Context: an optimization exercise on an open-source flow, tuned for small area and a short achievable clock period. The choices shown serve that exercise and are no tape-out recipe. At most, simulation tests tie the RTL to the original design; equivalence was not proved. No activity file was given, so power comes from the tool's default toggle rates.

==> flow/design.v (excerpt) <==
module alu #(
    parameter DATA_WIDTH = 32,
    parameter INST_WIDTH = 4
)(
    input                   i_clk,
    input                   i_rst_n,
    input  [DATA_WIDTH-1:0] i_data_a,
    input  [DATA_WIDTH-1:0] i_data_b,
    input  [INST_WIDTH-1:0] i_inst,
    input                   i_valid,
    output [DATA_WIDTH-1:0] o_data,
    output                  o_overflow,
    output                  o_valid
);
For scale: ~110 I/O pins.
clock: 13.0 ns
lec_check: 0
cap_margin: 20
core_margin: 2
core_utilization: 45
place_density: 0.6
slew_margin: 20
synth_hierarchical: 1
synth_minimum_keep_size: 0
standard.sh (not shown) runs the stock make flow with config.mk's settings and CLKGATE_MAP_FILE= SYNTH_SCRIPT=/design/flow/synth_recipe.tcl, a recipe that flattens the netlist after the stock synthesis.
==> flow/flow/run.sh <==
#!/bin/bash
# The standard ORFS layout (standard synthesis included), with two
# changes to how it is made:
#  - the port buffers are plain buffers (buf_4) rather than the delay cell
#    that buffer_ports picks on its own; every port still gets its buffer;
set -uo pipefail
MARGIN=7
export BUFFER_PORTS_ARGS="-buffer_cell sky130_fd_sc_hd__buf_4"
bash standard.sh SETUP_SLACK_MARGIN=$MARGIN finish > flow_make.log 2>&1
status=$?
cp -r orfs/logs flow_logs 2>/dev/null || true
exit $status
Next try:
--- a/flow/design.v
+++ b/flow/design.v
@@ -27,21 +27,23 @@
         assign bt_one[gi] = bx[2*gi+1] ^ bx[2*gi];
         assign bt_two[gi] = (bx[2*gi+2] & ~bx[2*gi+1] & ~bx[2*gi]) |
                             (~bx[2*gi+2] & bx[2*gi+1] & bx[2*gi]);
         assign bt_neg[gi] = bx[2*gi+2] & ~(bx[2*gi+1] & bx[2*gi]);
     end
 endgenerate
-wire lt;
-ltcmp u_lt (.a(a), .b(b), .sgn(~op[3]), .lt(lt));
+wire lt_u;
+ltu u_ltu (.a(a), .b(b), .lt(lt_u));
+wire lt_s = a[31] ^ b[31] ^ lt_u;
+wire lt = op[3] ? lt_u : lt_s;           
 wire mx = (op == 4'd3) | (op == 4'd8);
 wire mn = (op == 4'd4) | (op == 4'd9);
-wire e11 = i_valid & (mx | mn | (op == 4'd10) | (op == 4'd11)) | addop;
-wire k10 = i_valid & ((op == 4'd11) | (op == 4'd12)) | addop;
-wire k01 = i_valid & ((op == 4'd11) | (op == 4'd12) | (op == 4'd13));
-wire e10 = k10 | (i_valid & (lt ? mn : mx));
-wire e01 = k01 | (i_valid & (lt ? mx : mn));
+wire sel_a = (mx & ~lt) | (mn & lt);
+wire sel_b = (mx & lt) | (mn & ~lt);
+wire e11 = i_valid & (sel_a | sel_b | (op == 4'd10) | (op == 4'd11)) | addop;
+wire e10 = i_valid & (sel_a | (op == 4'd11) | (op == 4'd12)) | addop;
+wire e01 = i_valid & (sel_b | (op == 4'd11) | (op == 4'd12) | (op == 4'd13));
 wire e00 = i_valid & (op == 4'd13);
 wire erev = i_valid & (op == 4'd14);
 wire [31:0] lg;
 logic_unit u_lg (.a(a), .b(b), .e11(e11), .e10(e10), .e01(e01), .e00(e00),
                  .erev(erev), .d(lg));
 wire [31:0] ax = lg;
@@ -1118,42 +1120,14 @@
 assign s[31] = p0[31] ^ gg32;
 assign c31 = gg32;
 assign p31 = p0[31];
 assign g31 = g0[31];
 assign q32 = p0[32];
 endmodule
-module ltcmp (input [31:0] a, input [31:0] b, input sgn, output lt);
-wire [31:0] g0, e0;
-assign g0[30:0] = ~a[30:0] & b[30:0];
-assign e0[30:0] = ~(a[30:0] ^ b[30:0]);
-assign g0[31] = sgn ? (a[31] & ~b[31]) : (~a[31] & b[31]);
-assign e0[31] = ~(a[31] ^ b[31]);
-wire [15:0] g1, e1;
-wire [7:0]  g2, e2;
-wire [3:0]  g3, e3;
-wire [1:0]  g4, e4;
-genvar i;
-generate
-    for (i = 0; i < 16; i = i + 1) begin : l1
-        assign g1[i] = g0[2*i+1] | (e0[2*i+1] & g0[2*i]);
-        assign e1[i] = e0[2*i+1] & e0[2*i];
-    end
-    for (i = 0; i < 8; i = i + 1) begin : l2
-        assign g2[i] = g1[2*i+1] | (e1[2*i+1] & g1[2*i]);
-        assign e2[i] = e1[2*i+1] & e1[2*i];
-    end
-    for (i = 0; i < 4; i = i + 1) begin : l3
-        assign g3[i] = g2[2*i+1] | (e2[2*i+1] & g2[2*i]);
-        assign e3[i] = e2[2*i+1] & e2[2*i];
-    end
-    for (i = 0; i < 2; i = i + 1) begin : l4
-        assign g4[i] = g3[2*i+1] | (e3[2*i+1] & g3[2*i]);
-        assign e4[i] = e3[2*i+1] & e3[2*i];
-    end
-endgenerate
-assign lt = g4[1] | (e4[1] & g4[0]);
+module ltu (input [31:0] a, input [31:0] b, output lt);
+assign lt = a < b;
 endmodule
 module mulov (
     input  [31:0] a, b,
     input         sgn,
     output        ge32, ge31
 );
Result: The changed run went through all stages and came out clean; first-iteration DRC count climbs by 11%; total power drops by 1.7%; global-route usage drops by 0.63 points; worst setup slack improved by 0.16 ns; sequential share of layout area stays flat; critical path depth drops by 2; synthesized area stays flat; via count climbs by 1.4%.
For the first run of this note, only the layout was checked, not whether the RTL still works.

==> re-timing with driven ports <==
The flow's constraints put no driver on any port. The routed layouts listed below were extracted and timed again, unchanged, in two steps. Step 1 assumes that a clkbuf_16 drives the clock port and a buf_2 every other input. Step 2 adds t to the input delays and takes it off the output delays; t is the mean of the earliest and latest rising clock arrival at the registers after step 1. Input paths then give back, and output paths get back, about the clock's delay inside the block. Three values: ideal, step 1, step 2; two values: the first two.
| run | t (ns) | setup slack, ns | latest minus earliest clock arrival (ns) | worst slew at a driven data input, ns |
|---|---|---|---|---|
| the first run | 0.432 | 6.854 / 6.801 / 6.595 | 0.018 / 0.018 | 0.18 |
| the second run | 0.444 | 7.010 / 6.955 / 6.625 | 0.010 / 0.010 | 0.18 |
After both steps every run listed still meets setup and hold. The setup slack of the second run, which loses most, moves by -0.055 ns with the drivers and by -0.385 ns with both steps.
